Source: an optimization exercise on an open RTL-to-GDS flow (aim: small area). Production flows keep margins and buffers that such runs may drop. At most, simulation tests tie the RTL to the original design; equivalence was not proved. The clock input has no modelled driver; a real chip could not lean on it and would need a root buffer or a full tree. Power and IR drop assume default switching activity.

==> flow/design.v (excerpt) <==
module parking_meter(clk, rst, buttonU, buttonR, buttonL, buttonD, switch0, switch1, s_clk, seg_anode, seg_cathodes);
Size: roughly 280 cells after synthesis, ~38 flip-flops, roughly 2300 sq um of cells after synthesis.
export LEC_CHECK = 0
export CAP_MARGIN = 20
export CORE_MARGIN = 2
export CORE_UTILIZATION = 70
export SLEW_MARGIN = 20
create_clock -name core_clock -period 20.0 [get_ports {clk}]
standard.sh (not shown) runs the stock make flow with config.mk's settings and CLKGATE_MAP_FILE= SYNTH_SCRIPT=/design/flow/synth_recipe.tcl, a recipe that flattens the netlist after the stock synthesis.
==> flow/flow/run.sh <==
#!/bin/bash
export BUFFER_PORTS_ARGS="-buffer_cell sky130_fd_sc_hd__buf_1"
export CTS_ARGS="-sink_clustering_enable -repair_clock_nets -dont_use_dummy_load"
export RECOVER_POWER=100
bash standard.sh > standard.log 2>&1
The first run finished with timing, DRC and antenna clean.
Edit:
==> flow/flow/run.sh (replaced) <==
#!/bin/bash
export BUFFER_PORTS_ARGS="-buffer_cell sky130_fd_sc_hd__buf_1"
export CTS_ARGS="-sink_clustering_enable -repair_clock_nets -dont_use_dummy_load -sink_clustering_size 40 -sink_clustering_max_diameter 200"
export RECOVER_POWER=100
bash standard.sh > standard.log 2>&1
After rerunning: Total power does not change. Via count stays the same. Clock-buffer cell count is unchanged. Hold slack does not change. Worst setup slack does not change. Final cell count stays the same. Clock skew does not change. Synthesized cell count does not change. Cell area does not change. Routed wire length is unchanged.
No functional check of the RTL was part of any run of this note.

---

== red ==
The RTL this note starts from:
==> flow/design.v <==
module parking_meter(clk, rst, buttonU, buttonR, buttonL, buttonD, switch0, switch1, s_clk, seg_anode, seg_cathodes);
	input clk, rst;
	input buttonU, buttonR, buttonL, buttonD, switch0, switch1, s_clk;
	output wire [3:0] seg_anode;
	output wire [6:0] seg_cathodes;
	function [2:0] rinc;  input [2:0] x; rinc = {(x[1]), (x[0] & ~x[2]), (~x[2])}; endfunction
	function [2:0] rinc2; input [2:0] x; rinc2 = {(x[0] & ~x[2]), (~x[1] & ~x[2]), (~x[1])}; endfunction
	function [2:0] rdec;  input [2:0] x; rdec = {(~x[0]), (x[2]), (x[1]) | (x[2])}; endfunction
	function ris0; input [2:0] x; ris0 = (~x[0] & ~x[2]); endfunction
	function ris4; input [2:0] x; ris4 = (~x[1] & x[2]); endfunction
	function rge3; input [2:0] x; rge3 = (x[2]); endfunction
	function rle1; input [2:0] x; rle1 = (~x[1] & ~x[2]); endfunction
	function ris2; input [2:0] x; ris2 = (x[1] & ~x[2]); endfunction
	reg [2:0] b1, b2;
	wire [2:0] benc = {(buttonU & buttonL) | buttonR | buttonD,
	                   buttonU | buttonL | (buttonR & buttonD),
	                   buttonL | buttonD};
	always @(posedge clk) begin
		if (rst) begin
			b1 <= 3'd0;
			b2 <= 3'd0;
		end else begin
			b1 <= benc;
			b2 <= b1;
		end
	end
	wire s = s_clk, w0 = switch0, w1 = switch1;
	wire b_any = |b2;                   
	wire b_one = b2[2] ^ b2[1];         
	reg [3:0] st;
	wire bs = b_any | s;
	reg [3:0] st_n;
	always @(*) begin
		case (st)
		4'd0: begin
			if (s & ~(b_any|w0|w1)) st_n = 4'd1;
			else if (b_one & ~(s|w0|w1)) st_n = {1'b0, b2};
			else if (w0 & ~(b_any|s|w1)) st_n = 4'd6;
			else if (w1 & ~(b_any|s|w0)) st_n = 4'd7;
			else st_n = 4'd0;
		end
		4'd6: st_n = w0 ? 4'd6 : 4'd8;
		4'd7: st_n = w1 ? 4'd7 : 4'd8;
		4'd8: begin
			if (w0 & ~bs) st_n = 4'd6;
			else if (w1 & ~bs) st_n = 4'd7;
			else if (bs) st_n = 4'd8;
			else st_n = 4'd0;
		end
		default: st_n = 4'd8;
		endcase
	end
	always @(posedge clk) begin
		if (rst) st <= 4'd0;
		else st <= st_n;
	end
	wire [2:0] sel = st[2:0];
	wire e_dec = sel == 3'd1;
	wire e_50 = sel == 3'd2;
	wire e_150 = sel == 3'd3;
	wire e_200 = sel == 3'd4;
	wire e_500 = sel == 3'd5;
	wire e_10 = sel == 3'd6;
	wire e_205 = sel == 3'd7;
	reg q0, q1, q2, q3;
	reg [2:0] r0, r1, r2, r3;
	wire z0 = ~q0 & ris0(r0), z1 = ~q1 & ris0(r1), z2 = ~q2 & ris0(r2), z3 = ~q3 & ris0(r3);
	wire zero = z0 & z1 & z2 & z3;
	wire dn = e_dec & ~zero;
	wire add1 = (e_50 & q1) | (e_150 & ~q1);
	wire add2 = e_200 | (e_150 & q1);
	wire c3 = q2 & ((add1 & ris4(r2)) | (add2 & rge3(r2)) | e_500);
	wire sat = c3 & q3 & ris4(r3);
	always @(posedge clk) begin
		if (rst) begin
			q0 <= 1'b0; r0 <= 3'd0; q1 <= 1'b0; r1 <= 3'd0;
			q2 <= 1'b0; r2 <= 3'd0; q3 <= 1'b0; r3 <= 3'd0;
		end else if (dn) begin
			r0 <= rdec(r0); q0 <= q0 ^ ris0(r0);
			if (z0) begin r1 <= rdec(r1); q1 <= q1 ^ ris0(r1); end
			if (z0 & z1) begin r2 <= rdec(r2); q2 <= q2 ^ ris0(r2); end
			if (z0 & z1 & z2) begin r3 <= rdec(r3); q3 <= q3 ^ ris0(r3); end
		end else if (e_10) begin
			q0 <= 1'b0; r0 <= 3'd0; q1 <= 1'b0; r1 <= 3'd1;
			q2 <= 1'b0; r2 <= 3'd0; q3 <= 1'b0; r3 <= 3'd0;
		end else if (e_205) begin
			q0 <= 1'b1; r0 <= 3'd0; q1 <= 1'b0; r1 <= 3'd0;
			q2 <= 1'b0; r2 <= 3'd3; q3 <= 1'b0; r3 <= 3'd0;
		end else if (sat) begin
			q0 <= 1'b1; r0 <= 3'd4; q1 <= 1'b1; r1 <= 3'd4;
			q2 <= 1'b1; r2 <= 3'd4; q3 <= 1'b1; r3 <= 3'd4;
		end else begin
			if (e_50 | e_150) q1 <= ~q1;
			if (add1) begin r2 <= rinc(r2); q2 <= q2 ^ ris4(r2); end
			if (add2) begin r2 <= rinc2(r2); q2 <= q2 ^ rge3(r2); end
			if (e_500) q2 <= ~q2;
			if (c3) begin r3 <= rinc(r3); q3 <= q3 ^ ris4(r3); end
		end
	end
	reg [1:0] seq;
	reg sp;
	always @(posedge clk) begin
		if (rst) begin
			seq <= 2'd0;
			sp <= 1'b0;
		end else begin
			sp <= s;
			if (s & ~sp) seq <= {seq[1] ^ seq[0], ~seq[0]};
		end
	end
	wire le200 = z3 & ~q2 & (rle1(r2) | (ris2(r2) & z1 & z0));
	wire blank = zero ? ~seq[1] : le200 ? ~seq[0] : 1'b0;
	reg [2:0] ac;
	reg [3:0] hd;       
	reg [3:0] dsel;
	always @(*) begin
		case (ac[2:1])
		2'd0: dsel = {q1, r1};
		2'd1: dsel = {q2, r2};
		2'd2: dsel = {q3, r3};
		default: dsel = {q0, r0};
		endcase
	end
	always @(posedge clk) begin
		if (rst) begin
			ac <= 3'd0;
			hd <= 4'd10;
		end else begin
			ac <= {ac[2] ^ (ac[1] & ac[0]), ac[1] ^ ac[0], ~ac[0]};
			if (ac[0]) hd <= dsel;
		end
	end
	assign seg_anode[0] = blank | ~(ac[0] & ~ac[1] & ~ac[2]);
	assign seg_anode[1] = blank | ~(ac[0] & ac[1] & ~ac[2]);
	assign seg_anode[2] = blank | ~(ac[0] & ~ac[1] & ac[2]);
	assign seg_anode[3] = blank | ~(ac[0] & ac[1] & ac[2]);
	wire h0 = hd[0], h1 = hd[1], h2 = hd[2], h3 = hd[3];
	assign seg_cathodes[0] = ~((~h0 & ~h1 & ~h2) | (h0 & h1) | (~h1 & h3));
	assign seg_cathodes[1] = ~((~h3) | (h0 & h1) | (h2));
	assign seg_cathodes[2] = ~((~h1) | (h0 & h3) | (h2));
	assign seg_cathodes[3] = (h0 & ~h1 & ~h3) | (h1 & ~h2 & h3) | (~h0 & h2);
	assign seg_cathodes[4] = (h0 & ~h1 & ~h3) | (h2 & ~h3) | (~h0 & h3) | (h1 & ~h2 & h3);
	assign seg_cathodes[5] = (h0 & ~h3) | (h1 & ~h2);
	assign seg_cathodes[6] = ~((h1 & ~h3) | (h2) | (~h1 & h3));
endmodule
clock: 20.0 ns
lec_check: 0
cap_margin: 20
core_margin: 2
core_utilization: 50
place_density: 0.9
slew_margin: 20
==> flow/flow/run.sh <==
#!/bin/bash
# Own layout flow: the standard synthesis, then the combinational logic
# re-mapped for area with ABC (registers untouched; several random seeds,
# smallest kept), then the standard ORFS steps with 1x port buffers, a
# small clock distribution of its own and area (power) recovery after
# global routing.
set -euo pipefail
here=$(pwd)
res=$here/orfs/results/$FLOW_PLATFORM/parking_meter/base
lib=$FLOW_HOME/platforms/$FLOW_PLATFORM/lib/sky130_fd_sc_hd__tt_025C_1v80.lib

bash standard.sh synth > synth.log 2>&1

cp $res/1_2_yosys.v $here/standard_1_2_yosys.v
du=$(grep -o -- '-dont_use [a-z0-9_]*' orfs/logs/$FLOW_PLATFORM/parking_meter/base/1_2_yosys.log | sort -u | tr '\n' ' ')
mkdir -p remap
runs=""
for s in 1 2 3 4 5 6; do
  printf 'strash\n&get -n\n&deepsyn -T 90 -S %s\n&put\ndch -f\namap\n' $s > remap/a$s.abc
  printf 'strash\n&get -n\n&deepsyn -T 90 -S %s\n&put\n&get -n\n&dch -f\n&nf -R 1000\n&put\n' $s > remap/n$s.abc
  runs="$runs a$s n$s"
done
for r in $runs; do
  sed -e "s#{LIB}#$lib#g" -e "s#{NETLIST_IN}#$here/standard_1_2_yosys.v#" \
      -e "s#{NETLIST_OUT}#$here/remap/$r.v#" -e "s#{TOP}#$FLOW_TOP#" \
      -e "s#{ABC_SCRIPT}#$here/remap/$r.abc#" -e "s#{DONT_USE}#$du#" \
      -e "s#{STAT}#$here/remap/$r.stat#" flow/remap.ys > remap/$r.ys
done
printf '%s\n' $runs | xargs -P 4 -I R sh -c 'yosys -s remap/R.ys > remap_R.log 2>&1 || true'

best=""; barea=""
for r in $runs; do
  a=$(grep -s 'Chip area' remap/$r.stat | awk '{print $NF}') || true
  [[ -n "$a" && -s remap/$r.v ]] || continue
  if [[ -z "$barea" ]] || awk "BEGIN{exit !($a < $barea)}"; then best=$r; barea=$a; fi
done
echo "remap: best run $best area $barea" | tee remap.log
if [[ -n "$best" ]]; then
  cp remap/$best.v $res/1_2_yosys.v
  rm -f $res/1_synth.odb $res/1_synth.sdc
fi

export BUFFER_PORTS_ARGS="-buffer_cell sky130_fd_sc_hd__buf_1"
export RECOVER_POWER=100
bash standard.sh place > place.log 2>&1

export OWN_CTS_TCL=$here/flow/owncts.tcl
export FLOW_CLK=$(grep -o 'create_clock.*get_ports {*[A-Za-z0-9_]*' constraint.sdc | sed 's/.*get_ports {*//')
export PROBE_ODB=$res/3_place.odb PROBE_SDC=$res/3_place.sdc
chosen=""
for cand in "sky130_fd_sc_hd__clkbuf_4 3" "sky130_fd_sc_hd__clkbuf_16 1" "sky130_fd_sc_hd__clkbuf_8 2" \
            "sky130_fd_sc_hd__clkbuf_4 4" "sky130_fd_sc_hd__clkbuf_8 3" "sky130_fd_sc_hd__clkbuf_8 4"; do
  set -- $cand
  log=cts_probe_${1##*__}_$2.log
  OWN_CTS_CELL=$1 OWN_CTS_K=$2 openroad -no_init -exit flow/cts_probe.tcl > $log 2>&1 || true
  w=$(grep -o 'PROBE_WORST_SLEW [0-9.e-]*' $log | awk '{print $2}') || true
  echo "cts probe $cand: worst slew $w" >> cts_choice.log
  if [[ -n "$w" ]] && awk "BEGIN{exit !($w <= 0.112)}"; then chosen="$cand"; break; fi
done
echo "chosen: $chosen" >> cts_choice.log
if [[ -n "$chosen" ]]; then
  set -- $chosen
  export OWN_CTS_CELL=$1 OWN_CTS_K=$2
  rm -rf $here/scripts_own
  cp -r $FLOW_HOME/scripts $here/scripts_own
  python3 - $here/scripts_own/cts.tcl <<'PY'
import sys
p = sys.argv[1]
s = open(p).read()
old = "log_cmd clock_tree_synthesis {*}$cts_args"
assert old in s
s = s.replace(old, "source $::env(OWN_CTS_TCL)\nown_clock_tree $::env(OWN_CTS_CELL) $::env(OWN_CTS_K)\nset_propagated_clock [all_clocks]")
open(p, "w").write(s)
PY
  bash standard.sh SCRIPTS_DIR=$here/scripts_own cts > cts.log 2>&1
else
  export CTS_ARGS="-sink_clustering_enable -repair_clock_nets -dont_use_dummy_load"
fi
bash standard.sh > standard.log 2>&1
Other scripts of this flow, unchanged in this note and not shown: flow/flow/cts_probe.tcl, flow/flow/owncts.tcl, flow/flow/remap.ys
red: flow completed, timing, DRC and antenna clean
Setup changes, red to blue
Settings: removing PLACE_DENSITY (formerly 0.9).
--- a/flow/flow/run.sh
+++ b/flow/flow/run.sh
@@ -58 +58 @@
-  if [[ -n "$w" ]] && awk "BEGIN{exit !($w <= 0.112)}"; then chosen="$cand"; break; fi
+  if [[ -n "$w" ]] && awk "BEGIN{exit !($w <= 0.125)}"; then chosen="$cand"; break; fi
==> summary.txt <==
Taking blue as 1.0, red lands at 0.897 on met2 wire length.
Compared to red, the routing of blue uses more wire.
The maximum clock rate was comparable across blue and red.
blue and red ended up with nearly the same signed area change from the synthesized netlist to the final layout.
Compared with red, the router placed more vias in blue.
Placed instance count: blue vs red, no meaningful difference
Final standard cell area without fillers: blue vs red — no meaningful difference
Between blue and red, the total power figures differ only marginally.
Looking only at worst slew margin relative to its limit, and setting everything else aside, the higher value of blue and red goes to blue.
No run of this note takes its clock network from TritonCTS; it comes from the design's own scripts or RTL.

[re-timing with driven ports]
No port has a modelled driver above. Below, the same layouts with a new extraction and two added sets of constraints.
Step 1 sets driving cells, clkbuf_16 on the clock port and buf_2 on the other inputs (assumed; they add their load-dependent delay and slew).
Step 2, shift: input delay + t, output delay - t, t = (earliest + latest rising clock arrival at the registers) / 2. This alone moves slack from input paths to output paths.
Slacks: ideal / step 1 / step 2; pairs: ideal / step 1.
| run | shift t [ns] | setup WS [ns] | worst hold slack (ns) | clock arrival spread, ns | pins driven straight from the clock port |
|---|---|---|---|---|---|
| the first run of note 1 | 0.365 | 13.933 / 13.907 / 14.114 | 0.454 / 0.454 / 0.454 | 0.028 / 0.028 | 1 |
| the second run of note 1 | 0.365 | 13.933 / 13.907 / 14.114 | 0.454 / 0.454 / 0.454 | 0.028 / 0.028 | 1 |
| red | 0.202 | 13.783 / 13.738 / 13.939 | 0.441 / 0.441 / 0.441 | 0.023 / 0.023 | 4 |
| blue | 0.203 | 13.779 / 13.730 / 13.933 | 0.462 / 0.462 / 0.462 | 0.032 / 0.032 | 4 |
After both steps every run listed still meets setup and hold.
